Source: an optimization exercise on an open RTL-to-GDS flow (aim: small area). Production flows keep margins and buffers that such runs may drop.
In this exercise RTL edits were held to simulation tests only and were not proved equivalent to the original.
No activity file was given, so power comes from the tool's default toggle rates.

## pe
module pe(
    input clk,
    input rst,
    input [15:0] matchpoint,
    input [15:0] gap_e,
    input [15:0] gap_o,
    input [2:0] Q,
    input [2:0] R,
    input en,
    input signed [32:0] H_up,
    input signed [32:0] D_up,
    output signed [32:0] curr_H,
    output reg signed [32:0] curr_I,
    output reg signed [32:0] curr_D,
    output [3:0] ptr
);
Size in the first run: about 230 I/O pins, roughly 13000 um2 of cells after synthesis.
==> flow/config.mk <==
export PLATFORM = sky130hd
export DESIGN_NAME = pe
export DESIGN_NICKNAME = pe
export VERILOG_FILES = /design/flow/design.v
export SDC_FILE = /design/flow/constraint.sdc
export NUM_CORES = 4
export LEC_CHECK = 0
export CAP_MARGIN = 20
export CORE_MARGIN = 2
export CORE_UTILIZATION = 60
export GPL_TIMING_DRIVEN = 0
export SETUP_SLACK_MARGIN = 0.05
export SLEW_MARGIN = 20
==> flow/constraint.sdc <==
create_clock -name core_clock -period 7.5 [get_ports {clk}]
set_input_delay 1.5000 -clock core_clock [delete_from_list [all_inputs] [get_ports {clk}]]
set_output_delay 1.5000 -clock core_clock [all_outputs]
set_load 0.01 [all_outputs]
standard.sh (not shown) runs the stock make flow with config.mk's settings and CLKGATE_MAP_FILE= SYNTH_SCRIPT=/design/flow/synth_recipe.tcl, a recipe that flattens the netlist after the stock synthesis.
==> flow/flow/run.sh <==
#!/bin/bash
# Own layout flow: the standard ORFS flow, with two changes:
#  - synthesis maps with an area-oriented ABC script (flow/abc_area.script),
#  - ports are buffered with sky130_fd_sc_hd__buf_1 instead of the default cell.
# Every tool's output goes to a log file in this folder.
set -uo pipefail
here=$(pwd)
rm -rf "$here/scripts_copy"
cp -r "$FLOW_HOME/scripts" "$here/scripts_copy"
cp "$here/flow/abc_area.script" "$here/scripts_copy/abc_area.script"
knobs=(SCRIPTS_DIR="$here/scripts_copy" ABC_AREA=1)
[ -f "$here/flow/knobs.txt" ] && while read -r l; do [ -n "$l" ] && knobs+=("$l"); done < "$here/flow/knobs.txt"
bash standard.sh "${knobs[@]}" finish > "$here/flow_make.log" 2>&1
rc=$?
cp -r "$here/orfs/logs" "$here/orfs_logs" 2>/dev/null
exit $rc
==> flow/flow/abc_area.script <==
strash; dc2; dc2; dch -f; map -D 5000; topo; upsize -D 5000; dnsize -D 5000; stime -c
==> flow/flow/knobs.txt <==
BUFFER_PORTS_ARGS=-buffer_cell sky130_fd_sc_hd__buf_1
ADDER_MAP_FILE=
CTS_ARGS=-sink_clustering_enable -repair_clock_nets -buf_list sky130_fd_sc_hd__clkbuf_4 -sink_clustering_size 8 -sink_clustering_max_diameter 40 -dont_use_dummy_load
The first run finished but fails on setup timing.
Rerun with:
==> flow/flow/abc_area.script (replaced) <==
strash; dc2; dc2; dch -f; map -D 5500; topo; buffer -c; upsize -D 5500; dnsize -D 5500; stime -c
==> flow/flow/knobs.txt (replaced) <==
BUFFER_PORTS_ARGS=-buffer_cell sky130_fd_sc_hd__buf_1
ADDER_MAP_FILE=
- CORE_UTILIZATION: 60 -> 40
- SETUP_SLACK_MARGIN: 0.05 -> unset
After rerunning: The changed run finished but failed the layout checks on setup timing. Global-route usage is lower by 11 points. Critical path depth came out higher by 6. Routed wire length came out lower by 2.6%. Setup slack is worse by 0.63 ns. Sequential power goes down by about 3%.

* * *

The RTL this note starts from:
==> flow/design.v <==
module pe(
    input clk,
    input rst,
    input [15:0] matchpoint,
    input [15:0] gap_e,
    input [15:0] gap_o,
    input [2:0] Q,
    input [2:0] R,
    input en,
    input signed [32:0] H_up,
    input signed [32:0] D_up,
    output signed [32:0] curr_H,
    output reg signed [32:0] curr_I,
    output reg signed [32:0] curr_D,
    output [3:0] ptr
);
    reg signed [32:0] Hd, Ir, Dr, H4r;
    reg [31:0] cH;
    reg [1:0] pID;
    assign curr_H = {1'b0, cH};
    function [32:0] sub16;
        input [32:0] a;
        input [15:0] b;
        integer i;
        reg c, bb, z;
        begin
            c = 1'b1;
            for (i = 0; i < 16; i = i + 1) begin
                bb = ~b[i];
                sub16[i] = a[i] ^ bb ^ c;
                c = (a[i] & bb) | (c & (a[i] ^ bb));
            end
            z = 1'b1;
            for (i = 16; i < 33; i = i + 1) begin
                sub16[i] = a[i] ^ (~c & z);
                z = z & ~a[i];
            end
        end
    endfunction
    function [32:0] add16;
        input [32:0] a;
        input [15:0] b;
        integer i;
        reg c, p;
        begin
            c = 1'b0;
            for (i = 0; i < 16; i = i + 1) begin
                add16[i] = a[i] ^ b[i] ^ c;
                c = (a[i] & b[i]) | (c & (a[i] ^ b[i]));
            end
            p = 1'b1;
            for (i = 16; i < 33; i = i + 1) begin
                add16[i] = a[i] ^ (c & p);
                p = p & a[i];
            end
        end
    endfunction
    function ge;
        input [32:0] x;
        input [32:0] y;
        integer i;
        reg c, xa, yb;
        begin
            c = 1'b1;
            for (i = 0; i < 33; i = i + 1) begin
                xa = (i == 32) ? ~x[i] : x[i];
                yb = (i == 32) ? y[i] : ~y[i];
                c = (xa & yb) | (c & (xa | yb));
            end
            ge = c;
        end
    endfunction
    function gef;
        input [32:0] x;
        input [32:0] y;
        integer i, k;
        reg [32:0] gt, eq;
        reg [8:0] gg, ee;
        reg c;
        begin
            for (i = 0; i < 33; i = i + 1) begin
                gt[i] = (i == 32) ? (~x[i] & y[i]) : (x[i] & ~y[i]);
                eq[i] = ~(x[i] ^ y[i]);
            end
            for (k = 0; k < 9; k = k + 1) begin
                gg[k] = 1'b0;
                ee[k] = 1'b1;
                for (i = 4 * k; i < 4 * k + 4 && i < 33; i = i + 1) begin
                    gg[k] = gt[i] | (eq[i] & gg[k]);
                    ee[k] = ee[k] & eq[i];
                end
            end
            c = 1'b1;
            for (k = 0; k < 9; k = k + 1)
                c = gg[k] | (ee[k] & c);
            gef = c;
        end
    endfunction
    wire [15:0] m = (Q == R) ? matchpoint : 16'd0;
    wire [32:0] I1 = sub16({1'b0, cH}, gap_o);
    wire [32:0] I2 = sub16(curr_I, gap_e);
    wire [32:0] D1 = sub16(H_up, gap_o);
    wire [32:0] D2 = sub16(D_up, gap_e);
    wire [32:0] H4 = add16(Hd, m);
    wire selI = ~gef(I1, I2);
    wire selD = ~gef(D1, D2);
    wire [32:0] In = selI ? I2 : I1;
    wire [32:0] Dn = selD ? D2 : D1;
    wire gID = gef(curr_I, curr_D);
    wire gIH = gef(curr_I, H4r);
    wire gDH = gef(curr_D, H4r);
    wire wI = gID & gIH & ~curr_I[32];
    wire wD = ~gID & gDH & ~curr_D[32];
    wire wH = ~gIH & ~gDH & ~H4r[32];
    wire [31:0] Hr = ({32{wI}} & curr_I[31:0]) | ({32{wD}} & curr_D[31:0]) | ({32{wH}} & H4r[31:0]);
    wire xI = wI & (|curr_I[31:0]);
    wire xD = wD & (|curr_D[31:0]);
    wire xH = wH & (|H4r[31:0]);
    assign ptr = {pID, xD | xH, xI | xH};
    always @(posedge clk or posedge rst) begin
        if (rst) begin
            Hd <= 33'd0;
            Ir <= 33'd0;
            Dr <= 33'd0;
            H4r <= 33'd0;
            cH <= 32'd0;
            curr_I <= 33'd0;
            curr_D <= 33'd0;
            pID <= 2'd0;
        end else begin
            Hd <= H_up;
            Ir <= In;
            Dr <= Dn;
            H4r <= H4;
            cH <= Hr;
            curr_I <= Ir;
            curr_D <= Dr;
            pID <= {selI, selD};
        end
    end
endmodule
clock: 7.5 ns
lec_check: 0
cap_margin: 5
core_margin: 2
core_utilization: 60
gpl_timing_driven: 0
setup_slack_margin: 0.05
slew_margin: 5
==> flow/flow/abc_area.script <==
strash; dc2; dc2; dch -f; map -D 5000; topo; buffer -c; upsize -D 5000; dnsize -D 5000; stime -c
==> flow/flow/knobs.txt <==
BUFFER_PORTS_ARGS=-buffer_cell sky130_fd_sc_hd__buf_1
ADDER_MAP_FILE=
CTS_ARGS=-sink_clustering_enable -repair_clock_nets -buf_list sky130_fd_sc_hd__clkbuf_8 -sink_clustering_size 20 -sink_clustering_max_diameter 60 -dont_use_dummy_load
Scripts as last shown in full above: flow/flow/run.sh
The baseline ran to the end with violations: negative setup slack.
Next try:
==> flow/flow/knobs.txt (replaced) <==
BUFFER_PORTS_ARGS=-buffer_cell sky130_fd_sc_hd__buf_1
ADDER_MAP_FILE=
CTS_ARGS=-sink_clustering_enable -repair_clock_nets -buf_list sky130_fd_sc_hd__clkbuf_4 -sink_clustering_size 8 -sink_clustering_max_diameter 40 -dont_use_dummy_load
- CORE_UTILIZATION: 60 -> 65
- SETUP_SLACK_MARGIN: 0.05 -> 0.03
What happened: Now the flow went through all stages and came out clean. Wire length climbs by 4.4%. Combinational power barely changes. Area after synthesis does not change.
Next try:
==> flow/flow/abc_area.script (replaced) <==
strash; dc2; dc2; dch -f; map -D 5800; topo; buffer -c; upsize -D 5800; dnsize -D 5800; stime -c
- CORE_UTILIZATION: 65 -> 60
- SETUP_SLACK_MARGIN: 0.03 -> 0.05
What happened:
- The new run reached the layout checks and failed them: negative setup slack
- hold slack gets worse by 0.016 ns
- routed wire length went down by 2.4%
- core utilization went down by 6.5 points
- combinational power went up by about 4%
- sequential power hardly moves
- die area went up by 8.2%
- total power went up by 2.3%
- design area went down by 0.40%
- clock power went down by about 2%
Next try:
==> flow/flow/abc_area.script (replaced) <==
strash; dc2; dc2; dch -f; map -D 5300; topo; buffer -c; upsize -D 5300; dnsize -D 5300; stime -c
Result: The changed run produced a clean layout; wire length goes down by 1.1%; fmax goes up by 4.1%; cell area goes up by 1.9%; clock-buffer cell count goes up by 2.

* * *

RTL: the design.v shown in full above, as it stands there.
Settings: LEC_CHECK=0, CAP_MARGIN=5, CORE_MARGIN=2, CORE_UTILIZATION=65, GPL_TIMING_DRIVEN=0, SETUP_SLACK_MARGIN=0.05, SLEW_MARGIN=5; clock period 7.5 ns.
==> flow/flow/abc_area.script <==
strash; dc2; dc2; dch -f; map -D 5000; topo; buffer -c; upsize -D 5000; dnsize -D 5000; stime -c
==> flow/flow/knobs.txt <==
BUFFER_PORTS_ARGS=-buffer_cell sky130_fd_sc_hd__buf_1
ADDER_MAP_FILE=
CTS_ARGS=-sink_clustering_enable -repair_clock_nets -buf_list sky130_fd_sc_hd__clkbuf_4 -sink_clustering_size 8 -sink_clustering_max_diameter 40 -dont_use_dummy_load
Scripts as last shown in full above: flow/flow/run.sh
The baseline went through all stages and came out clean.
==> next run, changes <==
==> flow/flow/knobs.txt (replaced) <==
BUFFER_PORTS_ARGS=-buffer_cell sky130_fd_sc_hd__buf_1
ADDER_MAP_FILE=
CTS_ARGS=-sink_clustering_enable -repair_clock_nets -buf_list sky130_fd_sc_hd__clkbuf_4 -sink_clustering_size 9 -sink_clustering_max_diameter 45 -dont_use_dummy_load
Global-route usage is lower by 0.98 points.
Clock-buffer cell count decreases by 7.
Non-clock buffer count stays the same.
Synthesized cell count stays the same.
Total power is lower by about 0.9%.
Sequential share of layout area stays flat.
Via count rises by about 1%.
Combinational power stays flat.
==> next run, changes <==
==> flow/flow/knobs.txt (replaced) <==
BUFFER_PORTS_ARGS=-buffer_cell sky130_fd_sc_hd__buf_1
ADDER_MAP_FILE=
CTS_ARGS=-sink_clustering_enable -repair_clock_nets -buf_list sky130_fd_sc_hd__clkbuf_4 -sink_clustering_size 8 -sink_clustering_max_diameter 40 -dont_use_dummy_load
- CORE_UTILIZATION: 65 -> 60
Effect: Non-clock buffer count came out higher by 5. Combinational power stays flat. Cell area rises by 0.74%. Final cell count is higher by 1.1%. Global-route usage goes down by 1.3 points. Clock-buffer cell count came out higher by 9. Via count fell by 2.6%. Core utilization falls by 5.6 points. Synthesized cell count is unchanged. Total power went up by 1.5%. Die area is higher by 8.1%.

* * *

== run A ==
pe with an RTL version that a note above also has.
Size: about 230 flip-flops.
==> flow/design.v (excerpt) <==
module pe(
    input clk,
    input rst,
    input [15:0] matchpoint,
    input [15:0] gap_e,
    input [15:0] gap_o,
    input [2:0] Q,
    input [2:0] R,
    input en,
    input signed [32:0] H_up,
    input signed [32:0] D_up,
    output signed [32:0] curr_H,
    output reg signed [32:0] curr_I,
    output reg signed [32:0] curr_D,
    output [3:0] ptr
);
==> flow/config.mk <==
export PLATFORM = sky130hd
export DESIGN_NAME = pe
export DESIGN_NICKNAME = pe
export VERILOG_FILES = /design/flow/design.v
export SDC_FILE = /design/flow/constraint.sdc
export NUM_CORES = 4
export LEC_CHECK = 0
export CAP_MARGIN = 20
export CORE_MARGIN = 2
export CORE_UTILIZATION = 60
export CTS_BUF_LIST = sky130_fd_sc_hd__clkbuf_8
export CTS_CLUSTER_DIAMETER = 60
export CTS_CLUSTER_SIZE = 16
export GPL_TIMING_DRIVEN = 0
export SETUP_SLACK_MARGIN = 0.05
export SLEW_MARGIN = 20
==> flow/constraint.sdc <==
create_clock -name core_clock -period 7.5 [get_ports {clk}]
set_input_delay 1.5000 -clock core_clock [delete_from_list [all_inputs] [get_ports {clk}]]
set_output_delay 1.5000 -clock core_clock [all_outputs]
set_load 0.01 [all_outputs]
==> flow/flow/knobs.txt <==
BUFFER_PORTS_ARGS=-buffer_cell sky130_fd_sc_hd__buf_1
ADDER_MAP_FILE=
Scripts as last shown in full above: flow/flow/run.sh, flow/flow/abc_area.script
Setup changes, run A to run B
Settings: clearing CTS_CLUSTER_SIZE, which used to be 16; swapping 20 for 5 in SLEW_MARGIN; swapping 20 for 5 in CAP_MARGIN; clearing CTS_CLUSTER_DIAMETER, which used to be 60; clearing CTS_BUF_LIST, which used to be sky130_fd_sc_hd__clkbuf_8.
--- a/flow/flow/knobs.txt
+++ b/flow/flow/knobs.txt
@@ -2,0 +3 @@
+CTS_ARGS=-sink_clustering_enable -repair_clock_nets -buf_list sky130_fd_sc_hd__clkbuf_4 -sink_clustering_size 8 -sink_clustering_max_diameter 40 -dont_use_dummy_load
Results
Looking at met3 usage in global routing across run A and run B, the one that comes out lower is run A. The lower global-route track usage on met2 of run A and run B is in run A. Total wirelength of the detailed-routed design, run A and run B: lower on run B.

-- what the ideal ports hide --
How much do the figures lean on ideal ports? The routed layouts below were timed once more, with nothing changed but the port constraints.
Step 1 (the two cells are an assumption about what drives the block):
set clk [get_ports {clk}]
set_driving_cell -lib_cell sky130_fd_sc_hd__clkbuf_16 $clk
set_driving_cell -lib_cell sky130_fd_sc_hd__buf_2 [delete_from_list [all_inputs] $clk]
Step 2 times the ports against the registers' clock, not the clock port: input delays grow and output delays shrink by t, the midpoint of the rising clock arrivals with the driver on.
a / b / c = no drivers / after step 1 / after step 2; a / b = the first two.
| run | shift t [ns] | slack for setup (ns) | latest minus earliest clock arrival (ns) |
|---|---|---|---|
| the first run of note 1 | 0.676 | -0.249 / -0.296 / -0.600 | 0.080 / 0.079 |
| the second run of note 1 | 0.585 | -0.876 / -0.889 / -1.475 | 0.007 / 0.007 |
| the first run of note 2 | 0.586 | -0.059 / -0.065 / -0.651 | 0.076 / 0.076 |
| the second run of note 2 | 0.676 | 0.156 / 0.132 / -0.544 | 0.052 / 0.052 |
| the third run of note 2 | 0.663 | -0.091 / -0.069 / -0.732 | 0.087 / 0.087 |
| the fourth run of note 2 | 0.667 | 0.211 / 0.213 / -0.454 | 0.084 / 0.084 |
| the first run of note 3 | 0.671 | 0.183 / 0.173 / -0.499 | 0.052 / 0.053 |
| the second run of note 3 | 0.760 | 0.207 / 0.203 / -0.557 | 0.034 / 0.034 |
| the third run of note 3 | 0.665 | 0.172 / 0.165 / -0.500 | 0.062 / 0.062 |
| run A | 0.575 | 0.199 / 0.209 / -0.366 | 0.026 / 0.026 |
| run B | 0.675 | 0.185 / 0.201 / -0.474 | 0.086 / 0.086 |
Met with ideal ports but missed after step 2: setup timing in 7 of these runs. For the second run of note 3, which loses most, drivers alone change the setup slack by -0.004 ns; drivers and shift together by -0.764 ns.
